From an optimization exercise on the open Yosys and OpenROAD flow, aimed at small area; shortcuts taken in it are not production practice.
Only simulation tests tie the RTL to the original design; equivalence was not proved.

==> flow/design.v <==
module usb_top (gclk, reset_l, cs1_l, SYN_GEN_LD, CRC_16, TX_LOAD, TX_DATA,
                TX_LAST_BYTE, RX_LOAD, error_crc_rx, TX_READY_LD, T_lastbit,
                qualify_out, DATA, RX_READY_LD, RX_LAST_BYTE);
input        gclk;
input        reset_l;
input        cs1_l;
input        SYN_GEN_LD;
input        CRC_16;
input        TX_LOAD;
input  [7:0] TX_DATA;
input        TX_LAST_BYTE;
input        RX_LOAD;
output       error_crc_rx;
output       TX_READY_LD;
output       T_lastbit;
output [8:0] qualify_out;
output [7:0] DATA;
output       RX_READY_LD;
output       RX_LAST_BYTE;
reg        w1, w2, act2;           
reg  [7:0] sh1, sh2;
reg  [4:0] c1, c2;                 
reg        lbf, crcf;
reg  [3:0] crccnt;
reg  [4:0] pcc;
reg  [5:0] ds;                     
wire       halt = &ds;
wire       done1 = (c1 == 5'd8);
wire       done2 = (c2 == 5'd8);
wire       a1 = w1 & ~act2;
wire       a2 = w2 & act2;
wire       tcs = a1 | a2;
wire       tdo_bit = act2 ? sh2[0] : sh1[0];
wire       crc_done = CRC_16 ? (crccnt == 4'd14) : (crccnt == 4'd3);
wire       tl1 = lbf & ~(w1 | w2);
reg        tl2;
assign     T_lastbit = tl1 | tl2;
assign     TX_READY_LD = ~(w1 & w2) & ~halt;
wire       start = tcs | (CRC_16 & (T_lastbit | crcf)) | (&pcc);
always @(posedge gclk or negedge reset_l)
  if (!reset_l) begin
    w1 <= 1'b0; w2 <= 1'b0;
  end else if ((TX_LOAD | SYN_GEN_LD) & ~w1) w1 <= 1'b1;
  else if (TX_LOAD & ~w2) w2 <= 1'b1;
  else if (done1) w1 <= 1'b0;
  else if (done2) w2 <= 1'b0;
always @(posedge gclk or negedge reset_l)
  if (!reset_l) act2 <= 1'b0;
  else if (done2) act2 <= 1'b0;
  else if (done1) act2 <= 1'b1;
always @(posedge gclk or negedge reset_l)
  if (!reset_l) sh1[0] <= 1'b0;
  else if (~halt) begin
    if (SYN_GEN_LD) sh1[0] <= 1'b0;
    else if (TX_LOAD & ~w1) sh1[0] <= TX_DATA[0];
    else if (a1) sh1[0] <= sh1[1];
  end
always @(posedge gclk)
  if (~halt) begin
    if (SYN_GEN_LD) sh1[7:1] <= 7'h40;
    else if (TX_LOAD & ~w1) sh1[7:1] <= TX_DATA[7:1];
    else if (a1) sh1[7:1] <= {1'b0, sh1[7:2]};
  end
always @(posedge gclk or negedge reset_l)
  if (!reset_l) sh2 <= 8'h00;
  else if (~halt) begin
    if (TX_LOAD & ~w2 & w1) sh2 <= TX_DATA;
    else if (a2) sh2 <= {1'b0, sh2[7:1]};
  end
always @(negedge gclk or negedge reset_l)
  if (!reset_l) c1 <= 5'd0;
  else if (~halt) begin
    if (a1) c1 <= c1 + 5'd1;
    else if (done1) c1 <= 5'd0;
  end
always @(negedge gclk or negedge reset_l)
  if (!reset_l) c2 <= 5'd0;
  else if (~halt) begin
    if (a2) c2 <= c2 + 5'd1;
    else if (done2) c2 <= 5'd0;
  end
always @(negedge gclk)
  tl2 <= tl1;
always @(posedge gclk or negedge reset_l)
  if (!reset_l) lbf <= 1'b0;
  else if (TX_LAST_BYTE) lbf <= 1'b1;
  else if (T_lastbit) lbf <= 1'b0;
always @(posedge gclk or negedge reset_l)
  if (!reset_l) crcf <= 1'b0;
  else if (T_lastbit) crcf <= 1'b1;
  else if (crc_done) crcf <= 1'b0;
always @(posedge gclk or negedge reset_l)
  if (!reset_l) crccnt <= 4'd0;
  else if (crc_done) crccnt <= 4'd0;
  else if (crcf) crccnt <= crccnt + 4'd1;
always @(posedge gclk or negedge reset_l)
  if (!reset_l) pcc <= 5'd0;
  else if (tcs & ~CRC_16 & ~halt) pcc <= pcc + 5'd1;
reg start_txd, tdv, tdo, vd;
always @(posedge gclk) begin
  if (~cs1_l | ~start) ds <= 6'd0;
  else ds <= {ds[4:0], tdo_bit & ~halt};
  start_txd <= cs1_l & start;
  tdv <= start_txd;
  if (~start_txd) tdo <= 1'b1;
  else if (~ds[0]) tdo <= ~tdo;
end
always @(posedge gclk or negedge reset_l)
  if (!reset_l) vd <= 1'b0;
  else vd <= tdv;
wire send_eop = vd & ~tdv;
wire rxd = tdo & ~send_eop;
localparam S_WAIT = 3'd0, S_PID = 3'd1, S_FRAME = 3'd2, S_DEV = 3'd3,
           S_DATA = 3'd4, S_EP = 3'd5, S_CRC5 = 3'd6, S_ERR = 3'd7;
reg  [9:0] in8;                    
reg  [3:0] mc;
wire       mc_init = mc[3] & mc[2] & mc[1];
reg        sb;                     
reg        eop;
reg        en1, q0;                
wire       cs2 = (sd2 != S_WAIT) & ~q0;
reg  [2:0] state, next_state;
reg  [2:0] sd1, sd2;               
reg  [3:0] xc;                     
wire       pa = (state != S_WAIT);
wire       jv = ~pa & (sd1 == S_WAIT);   
wire       sync_found = jv & ((mc[3] & (in8[7:0] == 8'h54)) |
                              ((mc == 4'd6) & sb & (in8[5:0] == 6'b010100)) |
                              ((mc == 4'd7) & ~sb & (in8[6:0] == 7'b1010100)));
wire       kmode = (state == S_DEV) | (state == S_EP) | (state == S_FRAME);
wire       dc = kmode & ((in8[6:0] == 7'h00) | (in8[6:0] == 7'h7f));
wire       dec = (xc == 4'd8) & ~kmode;
wire [7:0] pid = in8[7:0];
wire       p_sof = (pid == 8'h6c);
wire       p_ios = (pid == 8'h4e) | (pid == 8'h50) | (pid == 8'h72);
wire       p_dat = (pid == 8'h28) | (pid == 8'h36);
wire       p_pre = (pid == 8'h82);
wire       p_known = p_sof | p_ios | p_dat | p_pre | (pid == 8'hd8) | (pid == 8'hc6) | (pid == 8'hfa);
always @(posedge gclk) begin
  in8 <= {in8[8:0], rxd};
  eop <= send_eop;
end
always @(posedge gclk or negedge reset_l)
  if (!reset_l) mc <= 4'd14;
  else if (pa & ~cs2) mc <= 4'd0;
  else if (~pa & (sd1 != S_WAIT)) mc <= 4'd1;
  else if (mc == 4'd15) mc <= 4'd8;
  else if (mc != 4'd8) mc <= mc + 4'd1;
always @(posedge gclk)
  if (sync_found) sb <= rxd;
always @(*) begin
  next_state = state;
  case (state)
    S_WAIT:  if (sync_found) next_state = S_PID;
    S_PID:   if (eop) next_state = S_WAIT;
             else if (dec) begin
               if (p_pre) next_state = S_PID;
               else if (p_dat) next_state = S_DATA;
               else if (p_ios) next_state = S_DEV;
               else if (p_sof) next_state = S_FRAME;
               else if (~p_known) next_state = S_ERR;
             end
    S_DEV:   if (eop) next_state = S_WAIT; else if (xc == 4'd6) next_state = S_EP;
    S_EP:    if (eop) next_state = S_WAIT; else if (xc == 4'd10) next_state = S_CRC5;
    S_FRAME: if (eop) next_state = S_WAIT; else if (xc == 4'd10) next_state = S_CRC5;
    default: if (eop) next_state = S_WAIT;
  endcase
end
always @(posedge gclk or negedge reset_l)
  if (!reset_l) state <= S_WAIT;
  else state <= next_state;
always @(posedge gclk or negedge reset_l)
  if (!reset_l) xc <= 4'd0;
  else if (sync_found) xc <= 4'd1;
  else if (kmode) xc <= eop ? 4'd0 : (dc ? xc : xc + 4'd1);
  else if ((state == S_PID) & dec & ~eop & (p_sof | p_ios)) xc <= 4'd0;
  else if (xc != 4'd0) xc <= xc + 4'd1;
always @(posedge gclk) begin
  sd1 <= state; sd2 <= sd1;
  en1 <= eop; q0 <= en1;
end
assign qualify_out[8] = ~mc_init & (sd2 == S_WAIT);
assign qualify_out[7] = (sd2 == S_PID);
assign qualify_out[6] = (sd2 == S_DEV);
assign qualify_out[5] = (sd2 == S_EP);
assign qualify_out[4] = (sd2 == S_CRC5);
assign qualify_out[3] = (sd2 == S_FRAME);
assign qualify_out[2] = (sd2 == S_DATA);
assign qualify_out[1] = (sd2 == S_ERR);
assign qualify_out[0] = q0;
wire halt_rx = cs2 & (mc[3] | (mc[2] & mc[1])) & (in8[2] != in8[3]) &
               (in8[9:3] == 7'h00 | in8[9:3] == 7'h7f);
wire rdi = (in8[2] == in8[3]);
wire cwe = cs2 & mc[3];
assign RX_LAST_BYTE = ~(cs2 & (mc != 4'd0));
reg  [4:0]  n5;
reg  [15:0] n16;
reg         err16;
wire        chk = qualify_out[0];
wire        si5 = ~(rdi ^ n5[4]) & cwe;
wire        si16 = ~(rdi ^ n16[15]) & cwe;
always @(posedge gclk or negedge reset_l)
  if (!reset_l) begin
    n5 <= 5'h00; n16 <= 16'h0000; err16 <= 1'b0;
  end else begin
    if (~halt_rx) begin
      n5 <= {n5[3], n5[2], n5[1] ^ si5, n5[0], cwe & ~si5};
      n16 <= {n16[14] ^ si16, n16[13:2], n16[1] ^ si16, n16[0], cwe & ~si16};
    end
    if (chk & (n16 != 16'h7ff2)) err16 <= 1'b1;
  end
wire err5 = chk & (n5 != 5'b10011);
assign error_crc_rx = qualify_out[2] ? err16 : err5;
reg [7:0] rsh;
reg [3:0] rcnt;
reg [7:0] data_out;
reg       rdy;
always @(posedge gclk)
  if (~halt_rx) rsh <= {rdi, rsh[7:1]};
always @(negedge gclk)
  if (~halt_rx) begin
    if (~cs2) rcnt <= 4'hf;
    else if (rcnt == 4'd7) rcnt <= 4'd0;
    else rcnt <= rcnt + 4'd1;
  end
always @(negedge gclk or negedge reset_l)
  if (!reset_l) begin
    data_out <= 8'h00; rdy <= 1'b0;
  end else if (rcnt == 4'd7) begin
    data_out <= rsh; rdy <= 1'b1;
  end else if (RX_LOAD) rdy <= 1'b0;
assign DATA = data_out;
assign RX_READY_LD = rdy;
endmodule
Settings: LEC_CHECK=0, CAP_MARGIN=20, CORE_MARGIN=2, CORE_UTILIZATION=40, SLEW_MARGIN=20; clock period 6.0 ns.
standard.sh (not shown) runs the stock make flow with config.mk's settings and CLKGATE_MAP_FILE= SYNTH_SCRIPT=/design/flow/synth_recipe.tcl, a recipe that flattens the netlist after the stock synthesis.
==> flow/flow/run.sh <==
#!/bin/bash
# Layout flow: ORFS synthesis with an area-oriented ABC mapping (the
# registers are the standard synthesis's: only combinational mapping
# changes), then the standard layout with the smallest port buffer
# cell and a clock tree of small buffers without dummy loads.
set -euo pipefail
W="$PWD"
make -C "$FLOW_HOME" DESIGN_CONFIG="$W/config.mk" WORK_HOME="$W/orfs" CLKGATE_MAP_FILE= \
  SYNTH_SCRIPT="$W/flow/synth.tcl" synth > "$W/synth.log" 2>&1
export BUFFER_PORTS_ARGS="-buffer_cell sky130_fd_sc_hd__buf_1"
export CTS_ARGS="-sink_clustering_enable -repair_clock_nets -dont_use_dummy_load -buf_list \"sky130_fd_sc_hd__clkbuf_2 sky130_fd_sc_hd__clkbuf_4 sky130_fd_sc_hd__clkbuf_8\" -sink_buffer_max_cap_derate 0.5"
bash standard.sh finish > "$W/layout.log" 2>&1
==> flow/flow/synth.tcl <==
# Standard ORFS synthesis (as synth_recipe.tcl) with two changes to the
# combinational mapping only: ABC runs its default area-oriented script
# without the speed script, delay target and drive constraints, and adders
# are left to ABC instead of the half/full adder cells.
proc synth {args} { yosys synth -nofsm -noshare {*}$args }
proc abc {args} {
  set out {}
  set skip 0
  foreach a $args {
    if {$skip} { set skip 0; continue }
    if {$a eq "-script" || $a eq "-constr" || $a eq "-D"} { set skip 1; continue }
    lappend out $a
  }
  yosys abc {*}$out
}
set ::env(ADDER_MAP_FILE) ""
source $::env(SCRIPTS_DIR)/synth.tcl
# left out here: clear keep_hierarchy, flatten, clean up, hide names made inside functions, write 1_2_yosys.v
Edit:
--- a/flow/design.v
+++ b/flow/design.v
@@ -112,22 +112,22 @@
 wire rxd = tdo & ~send_eop;
 localparam S_WAIT = 3'd0, S_PID = 3'd1, S_FRAME = 3'd2, S_DEV = 3'd3,
            S_DATA = 3'd4, S_EP = 3'd5, S_CRC5 = 3'd6, S_ERR = 3'd7;
 reg  [9:0] in8;                    
-reg  [3:0] mc;
-wire       mc_init = mc[3] & mc[2] & mc[1];
+reg  [3:0] xc;
+wire       xc_init = xc[3] & xc[2] & xc[1];
+reg  [1:0] pc;
 reg        sb;                     
 reg        eop;
 reg        en1, q0;                
 wire       cs2 = (sd2 != S_WAIT) & ~q0;
 reg  [2:0] state, next_state;
 reg  [2:0] sd1, sd2;               
-reg  [3:0] xc;                     
 wire       pa = (state != S_WAIT);
 wire       jv = ~pa & (sd1 == S_WAIT);   
-wire       sync_found = jv & ((mc[3] & (in8[7:0] == 8'h54)) |
-                              ((mc == 4'd6) & sb & (in8[5:0] == 6'b010100)) |
-                              ((mc == 4'd7) & ~sb & (in8[6:0] == 7'b1010100)));
+wire       sync_found = jv & ((xc[3] & (in8[7:0] == 8'h54)) |
+                              ((xc == 4'd6) & sb & (in8[5:0] == 6'b010100)) |
+                              ((xc == 4'd7) & ~sb & (in8[6:0] == 7'b1010100)));
 wire       kmode = (state == S_DEV) | (state == S_EP) | (state == S_FRAME);
 wire       dc = kmode & ((in8[6:0] == 7'h00) | (in8[6:0] == 7'h7f));
 wire       dec = (xc == 4'd8) & ~kmode;
 wire [7:0] pid = in8[7:0];
@@ -139,14 +139,12 @@
 always @(posedge gclk) begin
   in8 <= {in8[8:0], rxd};
   eop <= send_eop;
 end
-always @(posedge gclk or negedge reset_l)
-  if (!reset_l) mc <= 4'd14;
-  else if (pa & ~cs2) mc <= 4'd0;
-  else if (~pa & (sd1 != S_WAIT)) mc <= 4'd1;
-  else if (mc == 4'd15) mc <= 4'd8;
-  else if (mc != 4'd8) mc <= mc + 4'd1;
+always @(posedge gclk)
+  if (sync_found) pc <= 2'd0;
+  else if (pc != 2'd0) pc <= (pc == 2'd3) ? pc : pc + 2'd1;
+  else if ((state == S_PID) & dec) pc <= 2'd1;
 always @(posedge gclk)
   if (sync_found) sb <= rxd;
 always @(*) begin
   next_state = state;
@@ -169,31 +167,39 @@
 always @(posedge gclk or negedge reset_l)
   if (!reset_l) state <= S_WAIT;
   else state <= next_state;
 always @(posedge gclk or negedge reset_l)
-  if (!reset_l) xc <= 4'd0;
+  if (!reset_l) xc <= 4'd14;
   else if (sync_found) xc <= 4'd1;
-  else if (kmode) xc <= eop ? 4'd0 : (dc ? xc : xc + 4'd1);
-  else if ((state == S_PID) & dec & ~eop & (p_sof | p_ios)) xc <= 4'd0;
-  else if (xc != 4'd0) xc <= xc + 4'd1;
+  else if (pa) begin
+    if (kmode) xc <= eop ? 4'd0 : (dc ? xc : xc + 4'd1);
+    else if ((state == S_PID) & dec & ~eop & (p_sof | p_ios)) xc <= 4'd0;
+    else if (xc != 4'd0) xc <= xc + 4'd1;
+  end
+  else if (sd1 != S_WAIT) xc <= 4'd1;
+  else if (xc == 4'd15) xc <= 4'd8;
+  else if (xc != 4'd8) xc <= xc + 4'd1;
 always @(posedge gclk) begin
   sd1 <= state; sd2 <= sd1;
   en1 <= eop; q0 <= en1;
 end
-assign qualify_out[8] = ~mc_init & (sd2 == S_WAIT);
+assign qualify_out[8] = ~xc_init & (sd2 == S_WAIT);
 assign qualify_out[7] = (sd2 == S_PID);
 assign qualify_out[6] = (sd2 == S_DEV);
 assign qualify_out[5] = (sd2 == S_EP);
 assign qualify_out[4] = (sd2 == S_CRC5);
 assign qualify_out[3] = (sd2 == S_FRAME);
 assign qualify_out[2] = (sd2 == S_DATA);
 assign qualify_out[1] = (sd2 == S_ERR);
 assign qualify_out[0] = q0;
-wire halt_rx = cs2 & (mc[3] | (mc[2] & mc[1])) & (in8[2] != in8[3]) &
+wire rx_t4 = (pc != 2'd0) | xc[3] | xc[2];    
+wire rx_t9 = (pc != 2'd0);                    
+wire rx_t11 = (pc == 2'd3);                   
+wire halt_rx = cs2 & rx_t9 & (in8[2] != in8[3]) &
                (in8[9:3] == 7'h00 | in8[9:3] == 7'h7f);
 wire rdi = (in8[2] == in8[3]);
-wire cwe = cs2 & mc[3];
-assign RX_LAST_BYTE = ~(cs2 & (mc != 4'd0));
+wire cwe = cs2 & rx_t11;
+assign RX_LAST_BYTE = ~(cs2 & rx_t4);
 reg  [4:0]  n5;
 reg  [15:0] n16;
 reg         err16;
 wire        chk = qualify_out[0];
The changed run passed the timing, DRC and antenna checks.
Global-route usage came out higher by 0.36 points.
First-iteration DRC count came out higher by about 40%.
Non-clock buffer count stays the same.
Utilization came out lower by 0.52 points.
Die area came out lower by 1.3%.
Routed wire length came out lower by about 1.2%.
